This design comes from an exercise in tuning for small area on the open sky130 flow, not from production work.
In this exercise RTL edits were held to simulation tests only and were not proved equivalent to the original.
Power figures rest on the tool's default switching activity, not on a simulated workload.

==> flow/design.v <==
module converter (
    input wire [15:0] fixed_in,
    output reg [13:0] code_out
);
    reg sign;
    reg [15:0] magnitude;
    reg [2:0] cls;
    reg [9:0] x;
    always @(*) begin
        sign = fixed_in[15];
        magnitude = sign ? (~fixed_in + 16'd1) : fixed_in;
        casez (magnitude[15:10])
            6'b1?????: begin cls = 3'd6; x = magnitude[14:5]; end
            6'b01????: begin cls = 3'd5; x = magnitude[13:4]; end
            6'b001???: begin cls = 3'd4; x = magnitude[12:3]; end
            6'b0001??: begin cls = 3'd3; x = magnitude[11:2]; end
            6'b00001?: begin cls = 3'd2; x = magnitude[10:1]; end
            6'b000001: begin cls = 3'd1; x = magnitude[9:0]; end
            default:   begin cls = 3'd0; x = magnitude[9:0]; end
        endcase
        code_out = {sign, cls, x};
    end
endmodule
module code_to_fp16 (
    input wire [13:0] code,
    output reg [15:0] fp16
);
    reg [2:0] cls;
    reg [9:0] x;
    reg [4:0] exponent;
    reg [9:0] mantissa;
    always @(*) begin
        cls = code[12:10];
        x = code[9:0];
        if (cls != 3'd0) begin
            exponent = 5'd24 + {2'd0, cls};
            mantissa = x;
        end else begin
            casez (x)
                10'b1?????????: begin exponent = 5'd24; mantissa = {x[8:0], 1'b0}; end
                10'b01????????: begin exponent = 5'd23; mantissa = {x[7:0], 2'b0}; end
                10'b001???????: begin exponent = 5'd22; mantissa = {x[6:0], 3'b0}; end
                10'b0001??????: begin exponent = 5'd21; mantissa = {x[5:0], 4'b0}; end
                10'b00001?????: begin exponent = 5'd20; mantissa = {x[4:0], 5'b0}; end
                10'b000001????: begin exponent = 5'd19; mantissa = {x[3:0], 6'b0}; end
                10'b0000001???: begin exponent = 5'd18; mantissa = {x[2:0], 7'b0}; end
                10'b00000001??: begin exponent = 5'd17; mantissa = {x[1:0], 8'b0}; end
                10'b000000001?: begin exponent = 5'd16; mantissa = {x[0], 9'b0}; end
                10'b0000000001: begin exponent = 5'd15; mantissa = 10'd0; end
                default:        begin exponent = 5'd0;  mantissa = 10'd0; end
            endcase
        end
        fp16 = {code[13], exponent, mantissa};
    end
endmodule
module fifo (
    input wire clk,
    input wire reset,
    input wire write_enable,
    input wire [13:0] write_data,
    input wire read_enable,
    output reg [13:0] read_data,
    output wire empty_flag,
    output wire full_flag
);
    reg [13:0] memory [0:63];
    reg [6:0] write_pointer, read_pointer;
    reg wrap_w, wrap_r;
    reg [6:0] write_pointer_sync, read_pointer_sync;
    wire [6:0] write_code = write_pointer | {7{wrap_w}};
    wire [6:0] read_code  = read_pointer  | {7{wrap_r}};
    assign empty_flag = (read_code == write_pointer_sync);
    assign full_flag  = (write_code == (read_pointer_sync ^ 7'h40));
    reg [7:0] sel_lo, sel_hi;
    reg [13:0] read_word, group_word;
    integer g, k;
    always @(*) begin
        for (k = 0; k < 8; k = k + 1) begin
            sel_lo[k] = (read_pointer[2:0] == k);
            sel_hi[k] = (read_pointer[5:3] == k);
        end
        read_word = 14'd0;
        for (g = 0; g < 8; g = g + 1) begin
            group_word = 14'd0;
            for (k = 0; k < 8; k = k + 1)
                group_word = group_word | ({14{sel_lo[k]}} & memory[g*8+k]);
            read_word = read_word | ({14{sel_hi[g]}} & group_word);
        end
    end
    wire do_write = write_enable && !full_flag;
    wire do_read  = read_enable && !empty_flag;
    always @(posedge clk or posedge reset) begin
        if (reset) begin
            write_pointer <= 7'd0;
            wrap_w <= 1'b0;
        end else if (do_write) begin
            write_pointer <= write_pointer + 7'd1;
            wrap_w <= (write_pointer == 7'd127);
        end
    end
    always @(posedge clk) begin
        if (do_write)
            memory[write_pointer[5:0]] <= write_data;
    end
    always @(posedge clk or posedge reset) begin
        if (reset) begin
            read_pointer <= 7'd0;
            wrap_r <= 1'b0;
        end else if (do_read) begin
            read_pointer <= read_pointer + 7'd1;
            wrap_r <= (read_pointer == 7'd127);
        end
    end
    always @(posedge clk) begin
        if (!reset && do_read)
            read_data <= read_word;
    end
    always @(posedge clk) begin
        write_pointer_sync <= write_code;
        read_pointer_sync <= read_code;
    end
endmodule
module imem (
    input wire clk,
    input wire rst,
    input wire shift_enable,
    input wire [13:0] new_value,
    input wire [5:0] tap,
    output wire [13:0] tap_code
);
    reg [13:0] ring [0:64];
    reg [13:0] prev_word;
    reg shift_d;
    reg shifted;
    reg [5:0] valid_count;
    reg pend0, pend1;
    reg [13:0] pend_value0, pend_value1;
    integer i;
    wire use0 = pend0 && (tap == 6'd0);
    wire use1 = pend1 && (tap == 6'd1);
    wire [13:0] fill = use0 ? pend_value0 : (use1 ? pend_value1 : ring[0]);
    wire [13:0] head = (use0 || use1) ? fill : (shifted ? prev_word : ring[0]);
    always @(posedge clk or posedge rst) begin
        if (rst) begin
            shift_d <= 1'b0;
            shifted <= 1'b0;
            valid_count <= 6'd0;
            pend0 <= 1'b0;
            pend1 <= 1'b0;
        end else begin
            shift_d <= shift_enable;
            if (shift_d) begin
                if (valid_count != 6'd63)
                    valid_count <= valid_count + 6'd1;
                pend0 <= 1'b1;
                pend1 <= pend0;
                shifted <= 1'b1;
            end else begin
                if (use0) pend0 <= 1'b0;
                if (use1) pend1 <= 1'b0;
                if (tap == 6'd63) shifted <= 1'b0;
            end
        end
    end
    always @(posedge clk) begin
        if (shift_d) begin
            pend_value0 <= new_value;
            pend_value1 <= pend_value0;
        end
    end
    always @(posedge clk) begin
        for (i = 0; i < 64; i = i + 1)
            ring[i] <= ring[i+1];
        ring[64] <= fill;
        prev_word <= ring[0];
    end
    assign tap_code = (tap < valid_count) ? head : 14'd0;
endmodule
module alu_mac (
    input wire clk,
    input wire reset,
    input wire [15:0] d_element,
    input wire [1023:0] cmem,
    output reg [5:0] tap_index,
    output reg [31:0] out,
    output reg done
);
    reg [31:0] sum;
    reg [7:0] sel_lo, sel_hi;
    reg [15:0] cmem_element, group_word;
    integer g, k;
    always @(*) begin
        for (k = 0; k < 8; k = k + 1) begin
            sel_lo[k] = (tap_index[2:0] == k);
            sel_hi[k] = (tap_index[5:3] == k);
        end
        cmem_element = 16'd0;
        for (g = 0; g < 8; g = g + 1) begin
            group_word = 16'd0;
            for (k = 0; k < 8; k = k + 1)
                if (g*8+k != 63)
                    group_word = group_word | ({16{sel_lo[k]}} & cmem[(g*8+k)*16 +: 16]);
            cmem_element = cmem_element | ({16{sel_hi[g]}} & group_word);
        end
    end
    wire [31:0] product = d_element * cmem_element;
    always @(posedge clk or posedge reset) begin
        if (reset) begin
            tap_index <= 6'd0;
            out <= 32'd0;
            done <= 1'b0;
        end else begin
            tap_index <= tap_index + 6'd1;
            done <= (tap_index == 6'd63);
            if (tap_index == 6'd63)
                out <= sum;
        end
    end
    always @(posedge clk) begin
        sum <= ((tap_index == 6'd0) ? 32'd0 : sum) + product;
    end
endmodule
module control (
    input wire clk,
    input wire reset,
    input wire fifo_full,
    input wire fifo_empty,
    input wire mac_done,
    output reg write_enable,
    output reg read_enable,
    output reg shift_enable,
    output reg done
);
    reg reset_sync1, reset_sync2;
    always @(posedge clk) begin
        reset_sync1 <= reset;
        reset_sync2 <= reset_sync1;
    end
    localparam [2:0] READ_IDLE  = 3'd0,
                     FIFO_READ  = 3'd1,
                     IMEM_SHIFT = 3'd2,
                     START_MAC  = 3'd3,
                     WAIT_DONE  = 3'd4;
    reg write_state;
    reg [2:0] read_state;
    reg [2:0] next_read_state;
    always @(*) begin
        case (read_state)
            READ_IDLE:  next_read_state = fifo_empty ? READ_IDLE : FIFO_READ;
            FIFO_READ:  next_read_state = IMEM_SHIFT;
            IMEM_SHIFT: next_read_state = START_MAC;
            START_MAC:  next_read_state = WAIT_DONE;
            WAIT_DONE:  next_read_state = mac_done ? READ_IDLE : WAIT_DONE;
            default:    next_read_state = READ_IDLE;
        endcase
    end
    always @(posedge clk or posedge reset_sync2) begin
        if (reset_sync2) begin
            write_state <= 1'b0;
            write_enable <= 1'b0;
            read_state <= READ_IDLE;
            read_enable <= 1'b0;
            shift_enable <= 1'b0;
            done <= 1'b0;
        end else begin
            write_state <= !fifo_full;
            write_enable <= write_state;
            read_state <= next_read_state;
            read_enable <= (read_state == FIFO_READ);
            shift_enable <= (read_state == IMEM_SHIFT);
            done <= (read_state == WAIT_DONE) && mac_done;
        end
    end
endmodule
module datapath (
    input wire clk,
    input wire reset,
    input wire write_enable,
    input wire read_enable,
    input wire shift_enable,
    input wire [15:0] input_data,
    input wire [1023:0] cmem_data_in,
    output wire [31:0] result,
    output wire fifo_empty,
    output wire fifo_full,
    output wire done
);
    wire [13:0] in_code;
    wire [13:0] fifo_out;
    wire [13:0] tap_code;
    wire [15:0] tap_value;
    wire [5:0]  tap;
    converter converter_inst (
        .fixed_in(input_data),
        .code_out(in_code)
    );
    fifo fifo_inst (
        .clk(clk),
        .reset(reset),
        .write_enable(write_enable),
        .write_data(in_code),
        .read_enable(read_enable),
        .read_data(fifo_out),
        .empty_flag(fifo_empty),
        .full_flag(fifo_full)
    );
    imem imem_inst (
        .clk(clk),
        .rst(reset),
        .shift_enable(shift_enable),
        .new_value(fifo_out),
        .tap(tap),
        .tap_code(tap_code)
    );
    code_to_fp16 decode_inst (
        .code(tap_code),
        .fp16(tap_value)
    );
    alu_mac alu_mac_inst (
        .clk(clk),
        .reset(reset),
        .d_element(tap_value),
        .cmem(cmem_data_in),
        .tap_index(tap),
        .out(result),
        .done(done)
    );
endmodule
module top_module (
    input wire clk,                 
    input wire reset,               
    input wire [15:0] input_data,   
    input wire [1023:0] cmem_data_in,  
    output wire [31:0] result,      
    output wire done                
);
    wire write_enable;
    wire read_enable;
    wire shift_enable;
    wire fifo_empty;
    wire fifo_full;
    wire mac_done;
    control control_inst (
        .clk(clk),
        .reset(reset),
        .fifo_full(fifo_full),
        .fifo_empty(fifo_empty),
        .mac_done(mac_done),
        .write_enable(write_enable),
        .read_enable(read_enable),
        .shift_enable(shift_enable),
        .done(done)
    );
    datapath datapath_inst (
        .clk(clk),
        .reset(reset),
        .write_enable(write_enable),
        .read_enable(read_enable),
        .shift_enable(shift_enable),
        .input_data(input_data),
        .cmem_data_in(cmem_data_in),
        .result(result),
        .fifo_empty(fifo_empty),
        .fifo_full(fifo_full),
        .done(mac_done)
    );
endmodule
clock: 12.0 ns
lec_check: 0
cap_margin: 20
core_margin: 2
core_utilization: 40
place_density: 0.6
slew_margin: 20
run.sh (not shown) runs the stock make flow with config.mk's settings and CLKGATE_MAP_FILE= SYNTH_SCRIPT=/design/flow/synth_recipe.tcl, a recipe that flattens the netlist after the stock synthesis.
The starting point went through all stages and came out clean.
Edit:
--- a/flow/design.v
+++ b/flow/design.v
@@ -68,28 +68,12 @@
     reg wrap_w, wrap_r;
     reg [6:0] write_pointer_sync, read_pointer_sync;
     wire [6:0] write_code = write_pointer | {7{wrap_w}};
     wire [6:0] read_code  = read_pointer  | {7{wrap_r}};
     assign empty_flag = (read_code == write_pointer_sync);
     assign full_flag  = (write_code == (read_pointer_sync ^ 7'h40));
-    reg [7:0] sel_lo, sel_hi;
-    reg [13:0] read_word, group_word;
-    integer g, k;
-    always @(*) begin
-        for (k = 0; k < 8; k = k + 1) begin
-            sel_lo[k] = (read_pointer[2:0] == k);
-            sel_hi[k] = (read_pointer[5:3] == k);
-        end
-        read_word = 14'd0;
-        for (g = 0; g < 8; g = g + 1) begin
-            group_word = 14'd0;
-            for (k = 0; k < 8; k = k + 1)
-                group_word = group_word | ({14{sel_lo[k]}} & memory[g*8+k]);
-            read_word = read_word | ({14{sel_hi[g]}} & group_word);
-        end
-    end
     wire do_write = write_enable && !full_flag;
     wire do_read  = read_enable && !empty_flag;
     always @(posedge clk or posedge reset) begin
         if (reset) begin
             write_pointer <= 7'd0;
             wrap_w <= 1'b0;
@@ -110,13 +94,13 @@
             read_pointer <= read_pointer + 7'd1;
             wrap_r <= (read_pointer == 7'd127);
         end
     end
     always @(posedge clk) begin
         if (!reset && do_read)
-            read_data <= read_word;
+            read_data <= memory[read_pointer[5:0]];
     end
     always @(posedge clk) begin
         write_pointer_sync <= write_code;
         read_pointer_sync <= read_code;
     end
 endmodule
@@ -125,57 +109,52 @@
     input wire rst,
     input wire shift_enable,
     input wire [13:0] new_value,
     input wire [5:0] tap,
     output wire [13:0] tap_code
 );
-    reg [13:0] ring [0:64];
-    reg [13:0] prev_word;
+    reg [13:0] ring [0:63];
     reg shift_d;
-    reg shifted;
     reg [5:0] valid_count;
     reg pend0, pend1;
     reg [13:0] pend_value0, pend_value1;
     integer i;
     wire use0 = pend0 && (tap == 6'd0);
     wire use1 = pend1 && (tap == 6'd1);
-    wire [13:0] fill = use0 ? pend_value0 : (use1 ? pend_value1 : ring[0]);
-    wire [13:0] head = (use0 || use1) ? fill : (shifted ? prev_word : ring[0]);
+    wire [13:0] head = use0 ? pend_value0 : (use1 ? pend_value1 : ring[0]);
     always @(posedge clk or posedge rst) begin
         if (rst) begin
             shift_d <= 1'b0;
-            shifted <= 1'b0;
             valid_count <= 6'd0;
             pend0 <= 1'b0;
             pend1 <= 1'b0;
         end else begin
             shift_d <= shift_enable;
             if (shift_d) begin
                 if (valid_count != 6'd63)
                     valid_count <= valid_count + 6'd1;
                 pend0 <= 1'b1;
                 pend1 <= pend0;
-                shifted <= 1'b1;
             end else begin
                 if (use0) pend0 <= 1'b0;
                 if (use1) pend1 <= 1'b0;
-                if (tap == 6'd63) shifted <= 1'b0;
             end
         end
     end
     always @(posedge clk) begin
         if (shift_d) begin
             pend_value0 <= new_value;
             pend_value1 <= pend_value0;
         end
     end
     always @(posedge clk) begin
-        for (i = 0; i < 64; i = i + 1)
-            ring[i] <= ring[i+1];
-        ring[64] <= fill;
-        prev_word <= ring[0];
+        if (!shift_d) begin
+            for (i = 0; i < 63; i = i + 1)
+                ring[i] <= ring[i+1];
+            ring[63] <= head;
+        end
     end
     assign tap_code = (tap < valid_count) ? head : 14'd0;
 endmodule
 module alu_mac (
     input wire clk,
     input wire reset,
@@ -183,29 +162,13 @@
     input wire [1023:0] cmem,
     output reg [5:0] tap_index,
     output reg [31:0] out,
     output reg done
 );
     reg [31:0] sum;
-    reg [7:0] sel_lo, sel_hi;
-    reg [15:0] cmem_element, group_word;
-    integer g, k;
-    always @(*) begin
-        for (k = 0; k < 8; k = k + 1) begin
-            sel_lo[k] = (tap_index[2:0] == k);
-            sel_hi[k] = (tap_index[5:3] == k);
-        end
-        cmem_element = 16'd0;
-        for (g = 0; g < 8; g = g + 1) begin
-            group_word = 16'd0;
-            for (k = 0; k < 8; k = k + 1)
-                if (g*8+k != 63)
-                    group_word = group_word | ({16{sel_lo[k]}} & cmem[(g*8+k)*16 +: 16]);
-            cmem_element = cmem_element | ({16{sel_hi[g]}} & group_word);
-        end
-    end
+    wire [15:0] cmem_element = (tap_index == 6'd63) ? 16'd0 : cmem[(tap_index * 16) +: 16];
     wire [31:0] product = d_element * cmem_element;
     always @(posedge clk or posedge reset) begin
         if (reset) begin
             tap_index <= 6'd0;
             out <= 32'd0;
             done <= 1'b0;
The changed run passed the timing, DRC and antenna checks.
Routed wire length decreases by a few percent.
Register-to-register slack gains 0.19 ns.
Clock power decreases by a few percent.
Global-route usage decreases by 3.5 points.
Worst setup slack gains 0.31 ns.
Via count decreases by roughly a tenth.
Clock skew decreases by 0.050 ns.

==> re-timing with driven ports <==
The results above use ideal ports. As a check the final layouts listed here were re-extracted and re-timed, cells and wires unchanged.
Step 1 (the two cells are an assumption about what drives the block):
set clk [get_ports {clk}]
set_driving_cell -lib_cell sky130_fd_sc_hd__clkbuf_16 $clk
set_driving_cell -lib_cell sky130_fd_sc_hd__buf_2 [delete_from_list [all_inputs] $clk]
Step 2 moves the port delays by t, midway between the first and last clock arrival at a register: inputs arrive t later, outputs are due t later. That takes back most of the time a late clock gives input paths.
Slacks: ideal ports / drivers / drivers and shift; pairs: ideal ports / drivers.
| run | shift t [ns] | slack for setup (ns) | worst setup path after step 2 | worst data-port slew with drivers (ns) | cell pins on the clock port's net |
|---|---|---|---|---|---|
| the first run | 0.900 | 1.127 / 1.186 / 0.286 | input to register | 0.40 | 1 |
| the second run | 0.873 | 1.440 / 1.440 / 0.661 | input to register | 0.43 | 1 |
After both steps every run listed still meets setup and hold. For the first run, which loses most, drivers alone change the setup slack by +0.059 ns; drivers and shift together by -0.841 ns.
